Background: an optimization exercise with open tools, aiming at small area, a short achievable clock period and few clock cycles per item. Do not read the settings as production practice. In this exercise RTL edits were held to simulation tests only and were not proved equivalent to the original. Power and IR drop assume default switching activity.

run A:
Design mkMACBuff, start of the top module:
module mkMACBuff (
    input  CLK,
    input  RST_N,
    input  EN_mac,
    output RDY_mac,
    input  [15:0] mac_vectA_0,
    input  [15:0] mac_vectB_0,
    input  [15:0] mac_vectA_1,
    input  [15:0] mac_vectB_1,
    input  [15:0] mac_vectA_2,
    input  [15:0] mac_vectB_2,
    input  [15:0] mac_vectA_3,
    input  [15:0] mac_vectB_3,
    output EN_writeMem,
    output [5:0] writeMem_addr,
    output [33:0] writeMem_val,
    input  EN_blockRead,
    output RDY_blockRead,
    output EN_readMem,
    output [5:0] readMem_addr,
    input  [33:0] readMem_val,
    output VALID_memVal,
    output [33:0] memVal_data
);
    logic [15:0] a0, b0, a1, b1, a2, b2, a3, b3;
    assign a0 = mac_vectA_0;
    assign b0 = mac_vectB_0;
    assign a1 = mac_vectA_1;
    assign b1 = mac_vectB_1;
    assign a2 = mac_vectA_2;
    assign b2 = mac_vectB_2;
    assign a3 = mac_vectA_3;
    assign b3 = mac_vectB_3;
logic [33:0] res;
reg [15:0] a0_r, b0_r, a1_r, b1_r, a2_r, b2_r, a3_r, b3_r;
always_ff @(posedge CLK) begin
    a0_r <= a0; b0_r <= b0;
    a1_r <= a1; b1_r <= b1;
    a2_r <= a2; b2_r <= b2;
    a3_r <= a3; b3_r <= b3;
end
wire pp0_0_0 = ~(a0_r[0] & b0_r[0]);
wire pp0_0_1 = ~(a0_r[0] & b0_r[1]);
wire pp0_0_2 = ~(a0_r[0] & b0_r[2]);
wire pp0_0_3 = ~(a0_r[0] & b0_r[3]);
wire pp0_0_4 = ~(a0_r[0] & b0_r[4]);
wire pp0_0_5 = ~(a0_r[0] & b0_r[5]);
wire pp0_0_6 = ~(a0_r[0] & b0_r[6]);
wire pp0_0_7 = ~(a0_r[0] & b0_r[7]);
wire pp0_0_8 = ~(a0_r[0] & b0_r[8]);
wire pp0_0_9 = ~(a0_r[0] & b0_r[9]);
wire pp0_0_10 = ~(a0_r[0] & b0_r[10]);
wire pp0_0_11 = ~(a0_r[0] & b0_r[11]);
wire pp0_0_12 = ~(a0_r[0] & b0_r[12]);
wire pp0_0_13 = ~(a0_r[0] & b0_r[13]);
wire pp0_0_14 = ~(a0_r[0] & b0_r[14]);
wire pp0_0_15 = ~(a0_r[0] & b0_r[15]);
wire pp0_1_0 = ~(a0_r[1] & b0_r[0]);
wire pp0_1_1 = ~(a0_r[1] & b0_r[1]);
wire pp0_1_2 = ~(a0_r[1] & b0_r[2]);
wire pp0_1_3 = ~(a0_r[1] & b0_r[3]);
wire pp0_1_4 = ~(a0_r[1] & b0_r[4]);
wire pp0_1_5 = ~(a0_r[1] & b0_r[5]);
wire pp0_1_6 = ~(a0_r[1] & b0_r[6]);
wire pp0_1_7 = ~(a0_r[1] & b0_r[7]);
wire pp0_1_8 = ~(a0_r[1] & b0_r[8]);
wire pp0_1_9 = ~(a0_r[1] & b0_r[9]);
wire pp0_1_10 = ~(a0_r[1] & b0_r[10]);
wire pp0_1_11 = ~(a0_r[1] & b0_r[11]);
  ...
export LEC_CHECK = 0
export CAP_MARGIN = 20
export CORE_MARGIN = 2
export CORE_UTILIZATION = 40
export CTS_BUF_LIST = sky130_fd_sc_hd__clkbuf_4 sky130_fd_sc_hd__clkbuf_8
export SETUP_SLACK_MARGIN = 2.1
export SLEW_MARGIN = 20
export SYNTH_HIERARCHICAL = 1
export SYNTH_MINIMUM_KEEP_SIZE = 0
create_clock -name core_clock -period 4.5 [get_ports {CLK}]
run.sh (not shown) runs the stock make flow with config.mk's settings and CLKGATE_MAP_FILE= SYNTH_SCRIPT=/design/flow/synth_recipe.tcl, a recipe that flattens the netlist after the stock synthesis.
Run A finished every stage and its layout cleared the timing, DRC and antenna checks.
Testbench counts of run A, summed over its fixed seeds: cycles 14,464, items 12,288.
Modified inputs, run B compared to run A
==> flow/flow/run.sh (new file) <==
#!/bin/bash
# The standard layout (the standard.sh, standard synthesis unchanged), with
# one change: the port buffers that global placement inserts on every input
# and output are buf_2 cells instead of the default choice.
# Each ORFS step writes its full log under orfs/logs/; make's own output goes
# to standard.log.
bash standard.sh BUFFER_PORTS_ARGS="-buffer_cell sky130_fd_sc_hd__buf_2" finish > standard.log 2>&1
==> flow/standard.sh (new file) <==
#!/bin/bash
# synth_recipe.tcl (not shown) runs the flow's synth.tcl, then flattens the netlist and writes it again
# the make line also repeats each setting of config.mk as NAME=value (left out here)
make -C /OpenROAD-flow-scripts/flow DESIGN_CONFIG=/design/flow/config.mk WORK_HOME=/design/flow/orfs CLKGATE_MAP_FILE= SYNTH_SCRIPT=/design/flow/synth_recipe.tcl "${@:-finish}"
-- flow/config.mk --
<<< run A, line 10
export CORE_UTILIZATION = 40
export CTS_BUF_LIST = sky130_fd_sc_hd__clkbuf_4 sky130_fd_sc_hd__clkbuf_8
export SETUP_SLACK_MARGIN = 2.1
export SLEW_MARGIN = 20
>>> run B, line 10
export CORE_UTILIZATION = 40
export CTS_CLUSTER_DIAMETER = 100
export CTS_CLUSTER_SIZE = 20
export SETUP_SLACK_MARGIN = 2.0
export SLEW_MARGIN = 20
removed: flow/run.sh
### Flow results
Run B: all stages complete, timing, DRC and antenna checks passed
Diff run B..run A | number of top-level pins | unchanged
Taking run A as the reference, in run B design area shrank by 0.0038 sq mm, top achievable clock speed shrank by 1.7%, simple-gate share of the synthesized area held steady.
Run B ended up with t1_s1319 as its worst setup path endpoint; run A ended up with t1_s1215.
Run B ends up with a logic gate share of total power that is 2.4 points higher than in run A.
Re worst setup margin: run B is 42 ps down on run A.
The higher arrival time of the worst setup path of run B and run A is in run A.
Diff run A -> run B: hold slack went down 64 ps, number of buffers and inverters on the critical path went down 1, synthesized area held.
[inputs] run C vs run B
==> flow/run.sh (new file) <==
#!/bin/bash
# synth_recipe.tcl (not shown) runs the flow's synth.tcl, then flattens the netlist and writes it again
# the make line also repeats each setting of config.mk as NAME=value (left out here)
make -C /OpenROAD-flow-scripts/flow DESIGN_CONFIG=/design/flow/config.mk WORK_HOME=/design/flow/orfs CLKGATE_MAP_FILE= SYNTH_SCRIPT=/design/flow/synth_recipe.tcl finish
-- flow/config.mk --
<<< run B, line 10
export CORE_UTILIZATION = 40
export CTS_CLUSTER_DIAMETER = 100
export CTS_CLUSTER_SIZE = 20
export SETUP_SLACK_MARGIN = 2.0
export SLEW_MARGIN = 20
>>> run C, line 10
export CORE_UTILIZATION = 40
export SETUP_SLACK_MARGIN = 2.25
export SLEW_MARGIN = 20
removed: flow/flow/run.sh
removed: flow/standard.sh
==> comparison <==
Run C reached the final stage; the timing, DRC and antenna checks on its layout passed.
Run B -> run C: share of total power in combinational logic flat
On relative slew slack, run C does better than run B.
Compared with run B, in run C final period demand of the worst path has decreased, setup slack now larger, wire length after detailed routing went up.
Half-perimeter wire length of the detailed placement result of run B is on par with run C.
Summary of run C over run B: number of buffer and inverter instances along the worst setup path climbed 2, layout-stage area growth over the synthesis result climbed 27 points.
Global-route track usage on met3, run C and run B, higher one = run C.
Delta(maximum VDD drop, run C - run B) < 0
The non-clock buffer share of cell area number comes out lower for run B vs run C.

---

## the previous run
mkMACBuff, a different RTL version from the one above (not shown whole).
For scale: ~3400 cells after synthesis, about 720 flip-flops.
make LEC_CHECK=0 CAP_MARGIN=20 CORE_MARGIN=2 CORE_UTILIZATION=60 SETUP_SLACK_MARGIN=2.2 SLEW_MARGIN=20 SYNTH_HIERARCHICAL=1 SYNTH_MINIMUM_KEEP_SIZE=0 TNS_END_PERCENT=10 finish   # period 4.5 ns
Stock flow here: none of the scripts above is used.
Testbench counts of the previous run, summed over its fixed seeds: cycles 14,464, items 12,288.
Inputs modified between the previous run and the current run:
diff --git a/flow/config.mk b/flow/config.mk
--- a/flow/config.mk
+++ b/flow/config.mk
@@ -8,8 +8,7 @@
 export CAP_MARGIN = 20
 export CORE_MARGIN = 2
-export CORE_UTILIZATION = 60
-export SETUP_SLACK_MARGIN = 2.2
+export CORE_UTILIZATION = 40
+export SETUP_SLACK_MARGIN = 1.9
 export SLEW_MARGIN = 20
 export SYNTH_HIERARCHICAL = 1
 export SYNTH_MINIMUM_KEEP_SIZE = 0
-export TNS_END_PERCENT = 10
Findings:
- The final reports for the current run and the previous run show met1 wire length lower in the former.
- The current run ends up with a critical path depth that is 4 lower than in the previous run.
- Compared with the previous run, the current run shows via count that has gone down by a little under 10%.
- The previous run → the current run: total overflow reported by the global router shows no meaningful change; global-route usage shows a reduction of 16 points; ratio of final minimum period to clock period shows an increase of 2.3 points; share of total power in the clock network shows an increase of 2.2 points.
- Higher final area was reported by the previous run, not the current run.
- Post-synthesis sequential element count: the current run vs the previous run identical

---

mkMACBuff with an RTL version that a note above also has.
Size in the first run: roughly 3400 cells after synthesis, about 690 flip-flops, ~41000 um^2 of cells after synthesis.
make LEC_CHECK=0 CAP_MARGIN=20 CORE_MARGIN=2 CORE_UTILIZATION=40 SETUP_SLACK_MARGIN=2.0 SLEW_MARGIN=20 SYNTH_HIERARCHICAL=1 SYNTH_MINIMUM_KEEP_SIZE=0 finish   # period 4.5 ns
The first run finished clean.
Testbench counts at the start, summed over its fixed seeds: cycles 14,464, items 12,288.
Edit:
==> flow/flow/run.sh (new file) <==
#!/bin/bash
# The standard layout (the standard.sh, standard synthesis unchanged), with
# two changes:
#  - the port buffers that global placement inserts on every input and output
#    are buf_2 cells instead of the default choice;
#  - timing repair only resizes gates and swaps pins (no new buffers, no
#    cloned gates).
# Each ORFS step writes its full log under orfs/logs/; make's own output goes
# to standard.log.
bash standard.sh BUFFER_PORTS_ARGS="-buffer_cell sky130_fd_sc_hd__buf_2" \
  SETUP_MOVE_SEQUENCE="unbuffer,sizeup,swap" finish > standard.log 2>&1
==> flow/standard.sh (new file) <==
#!/bin/bash
# synth_recipe.tcl (not shown) runs the flow's synth.tcl, then flattens the netlist and writes it again
# the make line also repeats each setting of config.mk as NAME=value (left out here)
make -C /OpenROAD-flow-scripts/flow DESIGN_CONFIG=/design/flow/config.mk WORK_HOME=/design/flow/orfs CLKGATE_MAP_FILE= SYNTH_SCRIPT=/design/flow/synth_recipe.tcl "${@:-finish}"
CTS_CLUSTER_DIAMETER = 100   (was unset)
CTS_CLUSTER_SIZE = 20   (was unset)
SETUP_SLACK_MARGIN = 2.2   (was 2.0)
removed: flow/run.sh
What happened:
- The changed run completed with no timing, DRC or antenna violations
- cell count goes down by 2.4%
- non-clock buffer count goes down by 23
- global-route usage goes down by 0.18 points
- cell area goes down by 0.75%
- combinational power is about the same
- wire length goes down by 0.96%
- setup slack improved by 34 ps
Edit:
==> flow/flow/run.sh (replaced) <==
#!/bin/bash
# Standard layout, unchanged; tool output goes to standard.log.
bash standard.sh > standard.log 2>&1
CTS_CLUSTER_DIAMETER = unset   (was 100)
CTS_CLUSTER_SIZE = unset   (was 20)
SETUP_SLACK_MARGIN = 2.1   (was 2.2)
=> Hold slack gains 54 ps. Global-route usage came out higher by 0.43 points. Final cell count rose by a few percent. Worst setup slack got worse by 19 ps. Sequential share of layout area went down by 0.95 points. Non-clock buffer count goes up by 103. Wire length came out higher by a few percent. Count of clock-buffer cells in the layout increases by 62. Clock power went up by well over a third. Clock skew barely changes. Utilization increases by 1.4 points.
Edit:
==> flow/flow/run.sh (replaced) <==
#!/bin/bash
# The standard layout (the standard.sh, standard synthesis unchanged), with
# one change: the port buffers that global placement inserts on every input
# and output are buf_2 cells instead of the default choice.
# Each ORFS step writes its full log under orfs/logs/; make's own output goes
# to standard.log.
bash standard.sh BUFFER_PORTS_ARGS="-buffer_cell sky130_fd_sc_hd__buf_2" finish > standard.log 2>&1
SETUP_SLACK_MARGIN = 2.0   (was 2.1)
After rerunning: Worst setup slack got worse by 15 ps. Hold slack got worse by 60 ps. Routed wire length goes down by 2.0%. Utilization goes down by 1.8 points.
Edit:
==> flow/run.sh (new file) <==
#!/bin/bash
# synth_recipe.tcl (not shown) runs the flow's synth.tcl, then flattens the netlist and writes it again
# the make line also repeats each setting of config.mk as NAME=value (left out here)
make -C /OpenROAD-flow-scripts/flow DESIGN_CONFIG=/design/flow/config.mk WORK_HOME=/design/flow/orfs CLKGATE_MAP_FILE= SYNTH_SCRIPT=/design/flow/synth_recipe.tcl finish
CTS_CLUSTER_DIAMETER = 100   (was unset)
CTS_CLUSTER_SIZE = 20   (was unset)
removed: flow/flow/run.sh
removed: flow/standard.sh
=>
- combinational power came out higher by a few percent
- fmax is lower slightly
- total power drops by a little under a tenth
- setup slack is worse by 28 ps
- final area decreases slightly
Edit:
==> flow/flow/run.sh (new file) <==
#!/bin/bash
# The standard layout (the standard.sh, standard synthesis unchanged), with
# one change: the port buffers that global placement inserts on every input
# and output are buf_2 cells instead of the default choice.
# Each ORFS step writes its full log under orfs/logs/; make's own output goes
# to standard.log.
bash standard.sh BUFFER_PORTS_ARGS="-buffer_cell sky130_fd_sc_hd__buf_2" finish > standard.log 2>&1
==> flow/standard.sh (new file) <==
#!/bin/bash
# synth_recipe.tcl (not shown) runs the flow's synth.tcl, then flattens the netlist and writes it again
# the make line also repeats each setting of config.mk as NAME=value (left out here)
make -C /OpenROAD-flow-scripts/flow DESIGN_CONFIG=/design/flow/config.mk WORK_HOME=/design/flow/orfs CLKGATE_MAP_FILE= SYNTH_SCRIPT=/design/flow/synth_recipe.tcl "${@:-finish}"
SETUP_SLACK_MARGIN = 1.95   (was 2.0)
removed: flow/run.sh
What happened: Worst hold slack is worse by 67 ps. Total power went down by 0.88%. Via count went down by about 1%. Cell area went down by about 2.4%. Final cell count went down by about 0.4%.

==> port drivers added, routing unchanged <==
The results above use ideal ports. As a check the final layouts listed here were re-extracted and re-timed, cells and wires unchanged. Step 1, drivers: a clkbuf_16 drives CLK and a buf_2 each remaining input, both assumed. Step 2 moves the port delays by t, midway between the first and last clock arrival at a register: inputs arrive t later, outputs are due t later. That takes back most of the time a late clock gives input paths. Slacks: ideal / step 1 / step 2; pairs: ideal / step 1.
| run | t, ns | setup slack, ns | worst data-port slew with drivers (ns) |
|---|---|---|---|
| run A | 0.829 | 2.037 / 2.037 / 2.037 | 0.08 |
| run B | 0.708 | 1.995 / 1.995 / 1.995 | 0.07 |
| run C | 0.723 | 2.069 / 2.069 / 2.069 | 0.08 |
| the previous run | 0.699 | 1.978 / 1.978 / 1.978 | 0.11 |
| the current run | 0.704 | 1.873 / 1.873 / 1.873 | 0.07 |
| the first run of note 3 | 0.709 | 1.988 / 1.988 / 1.988 | 0.07 |
| the second run of note 3 | 0.699 | 2.022 / 2.022 / 2.022 | 0.07 |
| the third run of note 3 | 0.716 | 2.003 / 2.003 / 2.003 | 0.08 |
| the fourth run of note 3 | 0.713 | 1.987 / 1.987 / 1.987 | 0.07 |
| the fifth run of note 3 | 0.705 | 1.960 / 1.960 / 1.960 | 0.07 |
| the sixth run of note 3 | 0.708 | 1.916 / 1.916 / 1.916 | 0.07 |
After both steps setup and hold are still met in every run listed.
